This is an optimization exercise on Yosys and OpenROAD, whose aim is a short achievable clock period and few clock cycles, not a production implementation. The RTL of this run was laid out without a check of its function. Power figures rest on the tool's default switching activity, not on a simulated workload.

===== design/flow/config.mk =====
export PLATFORM = sky130hd
export DESIGN_NAME = Mips
export DESIGN_NICKNAME = Mips
export VERILOG_FILES = /design/flow/design.v
export SDC_FILE = /design/flow/constraint.sdc
export NUM_CORES = 8
export LEC_CHECK = 0
export ABC_CLOCK_PERIOD_IN_PS = 4500
export CAP_MARGIN = 20
export CORE_MARGIN = 2
export CORE_UTILIZATION = 40
export SLEW_MARGIN = 40

===== design/flow/constraint.sdc =====
create_clock -name core_clock -period 15.0 [get_ports {clk}]
set_input_delay 3.0000 -clock core_clock [delete_from_list [all_inputs] [get_ports {clk}]]
set_output_delay 3.0000 -clock core_clock [all_outputs]
set_load 0.01 [all_outputs]

===== design/flow/design.v =====
module Mips(
	input clk,
	input rst,
	output[31:0] imem_addr,
	input[31:0] imem_data,
	output[17:0] SRAM_ADDR,
	output[15:0] SRAM_WDATA,
	input[15:0] SRAM_RDATA,
	output SRAM_WE_N
);
localparam CIB = 6;               
localparam NCS = 1 << CIB;        
localparam CTB = 16 - CIB;        
localparam SBB = 2;               
localparam SBD = 1 << SBB;        
localparam [2:0] S_IDLE = 3'd0, S_DRAIN = 3'd1, S_ISSHI = 3'd2, S_CAPLO = 3'd3, S_CAPHI = 3'd4;
reg [31:0] pcf;
reg [15:0] btb_v;
reg [25:0] btb_tag [0:15];
reg [29:0] btb_tgt [0:15];
reg [1:0]  btb_ctr [0:15];
reg        v2;
reg [31:0] pc2, seq2;
reg        bh2, pt2;
reg [1:0]  bc2;
reg        vS;
reg [31:0] irS, pcS, seqS;
reg        bhS, ptS;
reg [1:0]  bcS;
reg        vD;
reg [31:0] irD, pcD, seqD;
reg        bhD, ptD;
reg [1:0]  bcD;
reg [31:0] rf [1:31];
reg        vE;
reg [31:0] A_E, B_E, T_E;
reg        aW_E, bW_E, tW_E;
reg [15:0] wE;
reg [4:0]  destE;
reg        weE, ldE, stE, bezE, bneE, jmpE, subE, specE;
reg        cAdd_E, cAnd_E, cOr_E, cNor_E, cXor_E, cSll_E, cSra_E, cSrl_E;
reg        guessE, nzE;
reg [31:0] tgtE, seqE, pcE;
reg        bhE;
reg [1:0]  bcE;
reg [2:0]  mst;
reg [15:0] lo_cap;
reg        bu_v, bu_w;
reg [3:0]  bu_i;
reg [25:0] bu_tag;
reg [29:0] bu_tgt;
reg [1:0]  bu_ctr;
reg        vW;
reg [31:0] dataW;
reg [4:0]  destW;
reg        weW, fillW;
reg [15:0] waW;
reg [NCS-1:0] cval;
reg [CTB-1:0] ctag [0:NCS-1];
reg [31:0]    cdat [0:NCS-1];
reg [15:0] sb_a [0:SBD-1];
reg [31:0] sb_d [0:SBD-1];
reg [SBB-1:0] sb_h, sb_t;
reg [SBB:0]   sb_n;
reg        sb_ph;
reg [17:0] sa;
reg [15:0] sw;
reg        swe_n;
assign imem_addr = pcf;
assign SRAM_ADDR = sa;
assign SRAM_WDATA = sw;
assign SRAM_WE_N = swe_n;
wire [3:0]  fi = pcf[5:2];
wire        bhit = btb_v[fi] && (btb_tag[fi] == pcf[31:6]);
wire [1:0]  bctr = btb_ctr[fi];
wire        bpt = bhit && bctr[1];
wire [31:0] pcf4 = pcf + 32'd4;
wire [31:0] npc = bpt ? {btb_tgt[fi], 2'b00} : pcf4;
wire [5:0] opD = irD[31:26];
wire [4:0] rsD = irD[25:21];
wire [4:0] rtD = irD[20:16];
wire [4:0] rdD = irD[15:11];
wire [31:0] sxD = {{16{irD[15]}}, irD[15:0]};
wire isRD   = (opD == 6'd1) || (opD == 6'd3) || (opD == 6'd5) || (opD == 6'd6) || (opD == 6'd7) ||
              (opD == 6'd8) || (opD == 6'd9) || (opD == 6'd10) || (opD == 6'd11) || (opD == 6'd12);
wire isAddiD = (opD == 6'd32);
wire isSubiD = (opD == 6'd33);
wire isLdD  = (opD == 6'd36);
wire isStD  = (opD == 6'd37);
wire isBezD = (opD == 6'd40);
wire isBneD = (opD == 6'd41);
wire isJmpD = (opD == 6'd42);
wire useB_D = isRD | isBneD;
wire [4:0] destD = isRD ? rdD : rtD;
wire weD = (isRD | isAddiD | isSubiD | isLdD) && (destD != 5'd0);
wire [31:0] tgtD = seqD + {sxD[29:0], 2'b00};
wire [31:0] rfA = (rsD == 5'd0) ? 32'd0 : (vW && weW && destW == rsD) ? dataW : rf[rsD];
wire [31:0] rfB = (rtD == 5'd0) ? 32'd0 : (vW && weW && destW == rtD) ? dataW : rf[rtD];
wire [17:0] ofsD = sxD[17:0] - 18'd1024;
wire [17:0] eaD = rfA[17:0] + ofsD;
wire [15:0] wD = eaD[17:2];
wire hazD = vE && weE && (isLdD || isStD) && rsD == destE;
wire rdD_fire = vD && !ptD && (isJmpD || ((isBezD || isBneD) && irD[15] && !bhD));
wire fAW = vE && weE && destE == rsD;
wire fBW = vE && weE && destE == rtD;
wire [31:0] Af = aW_E ? dataW : A_E;
wire [31:0] Bf = bW_E ? dataW : B_E;
wire [31:0] Tf = tW_E ? dataW : T_E;
wire [31:0] sumE = Af + (subE ? ~Bf : Bf) + {31'd0, subE};
wire big = |Bf[31:5];
wire [4:0] sh = Bf[4:0];
wire [31:0] sllE = big ? 32'd0 : (Af << sh);
wire [31:0] srE = $signed({cSra_E & Af[31], Af}) >>> (big ? 6'd32 : {1'b0, sh});
wire [31:0] aluE = ({32{cAdd_E}} & sumE) |
                   ({32{cAnd_E}} & (Af & Bf)) |
                   ({32{cOr_E}}  & (Af | Bf)) |
                   ({32{cNor_E}} & ~(Af | Bf)) |
                   ({32{cXor_E}} & (Af ^ Bf)) |
                   ({32{cSll_E}} & sllE) |
                   ({32{cSra_E | cSrl_E}} & srE);
wire takenE = jmpE | (bezE & (Af == 32'd0)) | (bneE & (Af != Bf));
wire mispE = vE && (bezE || bneE) && nzE && (takenE != guessE);
wire [31:0] redirE = takenE ? tgtE : seqE;
wire ldEv = vE && ldE;
wire stEv = vE && stE;
wire [CIB-1:0] ciE = wE[CIB-1:0];
wire [CTB-1:0] ctE = wE[15:CIB];
wire chit = cval[ciE] && (ctag[ciE] == ctE);
wire [31:0] cdE = cdat[ciE];
wire sb_full = (sb_n == SBD);
wire sb_empty = (sb_n == 0);
reg sbmatch;
integer k;
always @(*) begin
	sbmatch = 1'b0;
	for (k = 0; k < SBD; k = k + 1)
		if (((k - sb_h) & (SBD - 1)) < sb_n && sb_a[k] == wE) sbmatch = 1'b1;
end
wire ld_done = (mst == S_IDLE && chit) || (mst == S_CAPHI);
wire stallE = (ldEv && !ld_done) || (stEv && sb_full);
wire advE = !stallE;
reg [2:0] mst_n;
reg p_lo, p_hi;
always @(*) begin
	mst_n = mst;
	p_lo = 1'b0;
	p_hi = 1'b0;
	case (mst)
		S_IDLE: if (ldEv && !chit) begin
			if (sbmatch) mst_n = S_DRAIN;
			else if (specE) begin p_hi = 1'b1; mst_n = S_CAPLO; end
			else begin p_lo = 1'b1; mst_n = S_ISSHI; end
		end
		S_DRAIN: if (sb_empty) begin p_lo = 1'b1; mst_n = S_ISSHI; end
		S_ISSHI: begin p_hi = 1'b1; mst_n = S_CAPLO; end
		S_CAPLO: mst_n = S_CAPHI;
		S_CAPHI: mst_n = S_IDLE;
		default: mst_n = S_IDLE;
	endcase
end
wire accD = !vD || (advE && !hazD);
wire fetch_ok = accD || (!vS && !v2);
wire goD = vD && advE && !hazD && !mispE;    
wire spec_go = vD && isLdD && advE && !hazD;
wire sb_go = !(p_lo || p_hi || spec_go) && !sb_empty;
wire sb_deq = sb_go && sb_ph;
wire sb_enq = stEv && !sb_full;
integer i;
always @(posedge clk or posedge rst) begin
	if (rst) begin
		pcf <= 32'd0;
		v2 <= 1'b0;
		vS <= 1'b0;
		vD <= 1'b0;
		ptD <= 1'b0;
	end else begin
		if (mispE) begin
			pcf <= redirE;
			v2 <= 1'b0;
		end else if (rdD_fire) begin
			pcf <= tgtD;
			v2 <= 1'b0;
		end else if (fetch_ok) begin
			pcf <= npc;
			v2 <= 1'b1;
		end else
			v2 <= 1'b0;
		if (mispE || rdD_fire)
			vS <= 1'b0;
		else if (accD)
			vS <= vS & v2;
		else if (v2)
			vS <= 1'b1;
		if (mispE)
			vD <= 1'b0;
		else if (accD) begin
			if (rdD_fire)
				vD <= 1'b0;
			else if (vS) begin
				vD <= 1'b1;
				ptD <= ptS;
			end else begin
				vD <= v2;
				ptD <= pt2;
			end
		end else if (rdD_fire)
			ptD <= 1'b1;
	end
end
always @(posedge clk) begin
	if (fetch_ok) begin
		pc2 <= pcf;
		seq2 <= pcf4;
		bh2 <= bhit;
		bc2 <= bctr;
		pt2 <= bpt;
	end
	if (accD) begin
		if (vS) begin
			irS <= imem_data; pcS <= pc2; seqS <= seq2; bhS <= bh2; bcS <= bc2; ptS <= pt2;
		end
	end else if (v2) begin
		irS <= imem_data; pcS <= pc2; seqS <= seq2; bhS <= bh2; bcS <= bc2; ptS <= pt2;
	end
	if (accD) begin
		if (vS) begin
			irD <= irS; pcD <= pcS; seqD <= seqS; bhD <= bhS; bcD <= bcS;
		end else begin
			irD <= imem_data; pcD <= pc2; seqD <= seq2; bhD <= bh2; bcD <= bc2;
		end
	end
end
always @(posedge clk or posedge rst) begin
	if (rst)
		btb_v <= 16'd0;
	else if (bu_v && bu_w)
		btb_v[bu_i] <= 1'b1;
end
always @(posedge clk) begin
	if (bu_v && bu_w) begin
		btb_tag[bu_i] <= bu_tag;
		btb_tgt[bu_i] <= bu_tgt;
		btb_ctr[bu_i] <= bu_ctr;
	end
end
always @(posedge clk or posedge rst) begin
	if (rst)
		bu_v <= 1'b0;
	else
		bu_v <= vE && (bezE || bneE || jmpE) && advE;
end
always @(posedge clk) begin
	bu_i <= pcE[5:2];
	bu_tag <= pcE[31:6];
	bu_tgt <= tgtE[31:2];
	bu_w <= bhE || takenE;
	bu_ctr <= !bhE ? 2'd2 :
	          takenE ? ((bcE == 2'd3) ? 2'd3 : bcE + 2'd1) :
	                   ((bcE == 2'd0) ? 2'd0 : bcE - 2'd1);
end
always @(posedge clk or posedge rst) begin
	if (rst) begin
		for (i = 1; i < 32; i = i + 1)
			rf[i] <= 32'd0;
	end else if (vW && weW)
		rf[destW] <= dataW;
end
always @(posedge clk or posedge rst) begin
	if (rst) begin
		vE <= 1'b0;
		mst <= S_IDLE;
	end else begin
		if (advE) vE <= goD;
		mst <= mst_n;
	end
end
always @(posedge clk) begin
	if (advE) begin
		A_E <= rfA;
		B_E <= useB_D ? rfB : sxD;
		T_E <= rfB;
		aW_E <= fAW;
		bW_E <= useB_D && fBW;
		tW_E <= fBW;
		wE <= wD;
		destE <= destD;
		weE <= weD;
		ldE <= isLdD;
		stE <= isStD;
		specE <= spec_go;
		bezE <= isBezD;
		bneE <= isBneD;
		jmpE <= isJmpD;
		subE <= (opD == 6'd3) || isSubiD;
		cAdd_E <= (opD == 6'd1) || (opD == 6'd3) || isAddiD || isSubiD;
		cAnd_E <= (opD == 6'd5);
		cOr_E <= (opD == 6'd6);
		cNor_E <= (opD == 6'd7);
		cXor_E <= (opD == 6'd8);
		cSll_E <= (opD == 6'd9) || (opD == 6'd10);
		cSra_E <= (opD == 6'd11);
		cSrl_E <= (opD == 6'd12);
		guessE <= ptD || rdD_fire;
		nzE <= (irD[15:0] != 16'd0);
		tgtE <= tgtD;
		seqE <= seqD;
		pcE <= pcD;
		bhE <= bhD;
		bcE <= bcD;
	end else begin
		A_E <= Af; aW_E <= 1'b0;
		B_E <= Bf; bW_E <= 1'b0;
		T_E <= Tf; tW_E <= 1'b0;
		if (mispE) guessE <= takenE;
	end
	if (mst == S_CAPLO) lo_cap <= SRAM_RDATA;
end
always @(posedge clk or posedge rst) begin
	if (rst)
		vW <= 1'b0;
	else
		vW <= vE && advE;
end
always @(posedge clk) begin
	dataW <= (mst == S_CAPHI) ? {SRAM_RDATA, lo_cap} : ldE ? cdE : aluE;
	destW <= destE;
	weW <= weE;
	fillW <= ldEv && (mst == S_CAPHI);
	waW <= wE;
end
always @(posedge clk or posedge rst) begin
	if (rst)
		cval <= {NCS{1'b0}};
	else begin
		if (fillW) cval[waW[CIB-1:0]] <= 1'b1;
		if (sb_enq) cval[ciE] <= 1'b1;
	end
end
always @(posedge clk) begin
	if (fillW) begin
		ctag[waW[CIB-1:0]] <= waW[15:CIB];
		cdat[waW[CIB-1:0]] <= dataW;
	end
	if (sb_enq) begin
		ctag[ciE] <= ctE;
		cdat[ciE] <= Tf;
	end
end
always @(posedge clk or posedge rst) begin
	if (rst) begin
		sb_h <= {SBB{1'b0}};
		sb_t <= {SBB{1'b0}};
		sb_n <= {(SBB+1){1'b0}};
		sb_ph <= 1'b0;
		swe_n <= 1'b1;
		sa <= 18'd0;
	end else begin
		if (sb_enq) sb_t <= sb_t + 1'b1;
		if (sb_deq) sb_h <= sb_h + 1'b1;
		sb_n <= sb_n + {{SBB{1'b0}}, sb_enq} - {{SBB{1'b0}}, sb_deq};
		if (sb_go) sb_ph <= ~sb_ph;
		swe_n <= !sb_go;
		if (p_lo) sa <= {1'b0, wE, 1'b0};
		else if (p_hi) sa <= {1'b0, wE, 1'b1};
		else if (spec_go) sa <= {1'b0, wD, 1'b0};
		else if (sb_go) sa <= {1'b0, sb_a[sb_h], sb_ph};
	end
end
always @(posedge clk) begin
	if (sb_enq) begin
		sb_a[sb_t] <= wE;
		sb_d[sb_t] <= Tf;
	end
	if (sb_go) sw <= sb_ph ? sb_d[sb_h][31:16] : sb_d[sb_h][15:0];
end
endmodule

===== design/flow/flow/run.sh =====
#!/bin/bash
# Standard ORFS layout, with timing repair aimed well below the 15 ns clock:
# repair_timing keeps working until setup slack reaches SETUP_SLACK_MARGIN.
export SETUP_SLACK_MARGIN=10
bash standard.sh > standard.log 2>&1

===== design/flow/standard.sh =====
#!/bin/bash
# synth_recipe.tcl (not shown) runs the flow's synth.tcl, then flattens the netlist and writes it again
# the make line also repeats each setting of config.mk as NAME=value (left out here)
make -C /OpenROAD-flow-scripts/flow DESIGN_CONFIG=/design/flow/config.mk WORK_HOME=/design/flow/orfs CLKGATE_MAP_FILE= SYNTH_SCRIPT=/design/flow/synth_recipe.tcl "${@:-finish}"

==> run notes <==
[state kept, by name (all words and copies together) (netlist names), 32 cells and up, named ones only]
register	count
cdat	2048
rf	992
ctag	640
btb_tgt	480
btb_tag	416
sb_d	128
cval	64
sb_a	64
A_E	32
B_E	32
T_E	32
btb_ctr	32
dataW	32
irD	32
irS	32
pc2	32
pcD	32
pcS	32
pcf	32
tgtE	32
[routing by layer]
metal	wire length [µm]	global-route usage
met2	450500	0.4469
met4	61450	0.1404
met3	128700	0.07903
met5	230	0.002493
met1	373900	0.3854
[per-stage QoR]
stage	hold WS (ns)	instances	area, µm²	utilization	power, W
finish	0.3311	28560	306100	0.4647	0.06530
global route	0.3384	28540	306100	0.4646	0.06739
floorplan	0.3233	19660	264800	-	0.03781
detailed placement	0.3269	27040	277800	0.4216	0.04688
global placement	0.3267	26990	276100	0.4191	0.04635
CTS	0.3371	28370	302300	0.4589	0.06345
[cells by family after synthesis]
kind of cell | synth area share
XOR/XNOR | 0.008570
multiplexers | 0.1868
AO/OA/AOI/OAI | 0.09531
flip-flops | 0.6051
buffers and inverters | 0.03355
AND/OR/NAND/NOR | 0.06257
other | 0.00001417
adder cells (fa/ha/maj) | 0.008111
[synth_stat cells (122+ instances only)]
| master | instances | area (µm²) |
|---|---|---|
| sky130_fd_sc_hd__clkbuf_1 | 1649 | 6190 |
| sky130_fd_sc_hd__nor3_1 | 122 | 610.6 |
| sky130_fd_sc_hd__xnor2_1 | 217 | 1901 |
| sky130_fd_sc_hd__dfrtp_1 | 1139 | 28500 |
| sky130_fd_sc_hd__nand4_1 | 203 | 1270 |
| sky130_fd_sc_hd__o21ai_0 | 1085 | 5430 |
| sky130_fd_sc_hd__edfxtp_1 | 4235 | 127200 |
| sky130_fd_sc_hd__ha_1 | 166 | 2077 |
| sky130_fd_sc_hd__a22oi_1 | 714 | 5360 |
| sky130_fd_sc_hd__a21oi_1 | 1579 | 7903 |
| sky130_fd_sc_hd__buf_1 | 304 | 1141 |
| sky130_fd_sc_hd__nand3_1 | 171 | 855.8 |
| sky130_fd_sc_hd__inv_1 | 194 | 728.2 |
| sky130_fd_sc_hd__mux4_2 | 1174 | 26440 |
| sky130_fd_sc_hd__nor2_1 | 1779 | 6678 |
| sky130_fd_sc_hd__nand2_1 | 1306 | 4902 |
| sky130_fd_sc_hd__mux2i_1 | 325 | 3253 |
| sky130_fd_sc_hd__mux2_2 | 1754 | 19750 |
| sky130_fd_sc_hd__dfxtp_1 | 223 | 4464 |
[final timing paths]
path                                           to  slack [ns]  cells past startpoint         startpoint
min                            bu_tag[22]$_DFF_P_        0.33                      0  pcE[28]$_DFFE_PN_
max                             pcE[21]$_DFFE_PN_        9.65                     22               flop
min reg2reg                    bu_tag[22]$_DFF_P_        0.33                      0  pcE[28]$_DFFE_PN_
max reg2reg                     pcE[21]$_DFFE_PN_        9.65                     22               flop
max in group asynchronous  rf[31][26]$_DFFE_PP0P_       10.38                      7                rst
min in group asynchronous       cval[6]$_DFF_PP0_        2.24                      2                rst
[repair_timing]
action | CTS | global route
endpoints found under the setup margin | 896 | 981
buffers inserted | 190 | 98
pin swaps | 65 | 103
gates resized for setup | 653 | 375
hold buffers | 0 | 0
cloned | 69 | 39
[layout make-up]
type                            instances  area (µm²)
Fill cell                           56670      352700
Sequential cell                      5598      160400
Multi-Input combinational cell      11770      100300
Clock buffer                          812       16470
Timing Repair Buffer                 1186       14620
Tap cell                             8700       10890
Clock inverter                        259        2549
Inverter                              203       825.8
Antenna cell                           30       75.07
Timing Repair inverter                  3       23.77
[power breakdown]
group / total (W) / leakage [nW] / internal (W) / switching [W]
Combinational: 0.0267 / 44.2 / 0.0111 / 0.0156
Sequential: 0.0238 / 56.3 / 0.0208 / 0.00301
Clock: 0.0147 / 9.29 / 0.00828 / 0.00647
[worst max-delay path, cell delays in order, from the launching register on]
cell                      delay, ns
sky130_fd_sc_hd__dfxtp_4       0.44
sky130_fd_sc_hd__buf_16        0.18
sky130_fd_sc_hd__buf_6         0.11
sky130_fd_sc_hd__mux4_2        0.55
sky130_fd_sc_hd__mux4_2        0.48
sky130_fd_sc_hd__or4_1         0.41
sky130_fd_sc_hd__nand4_1       0.23
sky130_fd_sc_hd__nor3b_2       0.08
sky130_fd_sc_hd__or4b_4        0.51
sky130_fd_sc_hd__nor4_4        0.21
sky130_fd_sc_hd__buf_12        0.19
sky130_fd_sc_hd__nand3_4       0.08
sky130_fd_sc_hd__a21oi_4       0.17
sky130_fd_sc_hd__buf_12        0.15
sky130_fd_sc_hd__buf_16        0.13
sky130_fd_sc_hd__buf_12        0.11
sky130_fd_sc_hd__buf_4         0.10
sky130_fd_sc_hd__buf_8         0.12
sky130_fd_sc_hd__buf_8         0.15
sky130_fd_sc_hd__buf_16        0.16
sky130_fd_sc_hd__buf_12        0.17
sky130_fd_sc_hd__buf_12        0.14
sky130_fd_sc_hd__buf_16        0.11
==> run notes <==
run status timing/DRC/antenna clean; number of nets in the final layout 19580; Final Skew approximately 0.085 ns; worst setup path category reg -> reg; pin count of the biggest net entering global routing about 150; gpl congestion 0.9604; most instantiated flip-flop cell in the synthesis netlist sky130_fd_sc_hd__edfxtp_1; TritonCTS sink count 5598; Die Span Y 817.5 µm; Tmin final between 5 and 6 ns; average wire per cell in the routed design 35.53 µm; starting density of the core 0.4018; most common cell after layout, fill and taps aside sky130_fd_sc_hd__edfxtp_1; synth warn 2; Max H-tree Level 6; post-DP HPWL 576300 µm; EDFF count, synth 4235; Die Width around 820 µm; total CTS buffers 597; post-synthesis sequential element count 5598; number of nets produced by synthesis approximately 20000; Routed Antenna Nets 0; worst-margin pin slew 1.022 ns; number of iterations in the first detailed-routing pass 12; synthesized instance count a little under 20000; die footprint 668300 µm²; setup ws final 9.646 ns; Via Count 185800; max-cap viol count 0; unrepaired setup endpoints after global routing yes; global-route wire length before repair 1399000 µm; Yosys cell types 95; post-route fraction of the period consumed by the critical path 0.3569; overflow left after global routing 0; count of buffers inserted at the top-level ports 115; Fin Setup TNS 0 ns; Post-Syn Area per Cell 13.46 µm²; worst slack at placement 6.559 ns; maximum vdd ir drop 0.1938 mV; number of antenna violations at the first check in global routing 47; kind of end point of the critical path flop; wire length after detailed routing 1015000 µm; buffer cell driving the clock tree root sky130_fd_sc_hd__clkbuf_16; number of top-level design ports about 120; Iteration-0 DRC Markers 31430; CP Data Required Time 15.83 ns; clock transition at the registers of the reported paths 0.06 ns; vias in the first global route 176700; latest clock arrival within the worst-skew pair 1.14 ns; pins over their slew limit 0; signed area change from the synthesized netlist to the final layout 15.66%; final setup violation count 0; Hold Crit Class reg -> reg; achievable frequency roughly 190 MHz; layout cell share with drive strength beyond 1 0.2834; core area 658800 µm²; final hold violation count 0; number of rows in the core area 298; Via density about 6.5; startpoint type of the worst setup path flop; Total GRT Usage 0.2916; Power Density 213.3 nW/µm²; async set-reset flop share out of synthesis 0.2036; leakage power 109.8 nW; CTS tree built; share of the yosys chip area belonging to registers 0.6051; Bufs on Longest Clock Path 4; DRC violation count after routing 0; most frequent cells in the layout sky130_fd_sc_hd__edfxtp_1, sky130_fd_sc_hd__mux2_2, sky130_fd_sc_hd__nor2_1; Crit path arrival time 6.18 ns; worst rel slew slack 0.3124; Critical Path Fanout Max 6; synthesized area 264700 µm²

re-timing with driven ports:
How much do the figures lean on ideal ports? The routed layout below was timed once more, with nothing changed but the port constraints.
Step 1 assumes that a clkbuf_16 drives the clock port and a buf_2 every other input.
Step 2 also shifts input and output timing later by t, the mid clock arrival at the registers, as if the neighbouring blocks saw the same clock.
a / b / c = ideal / step 1 / step 2; a / b = the first two.
shift t [ns]: 1.223
setup slack, ns: 9.646 / 9.646 / 9.265
worst hold slack (ns): 0.331 / 0.331 / 0.331
clock arrival spread, ns: 0.086 / 0.087
pins driven straight from the clock port: 1
After both steps this run still meets setup and hold. The setup slack of this run moves by 0.000 ns with the drivers and by -0.381 ns with both steps. The worst setup slack also covers recovery checks on asynchronous resets.
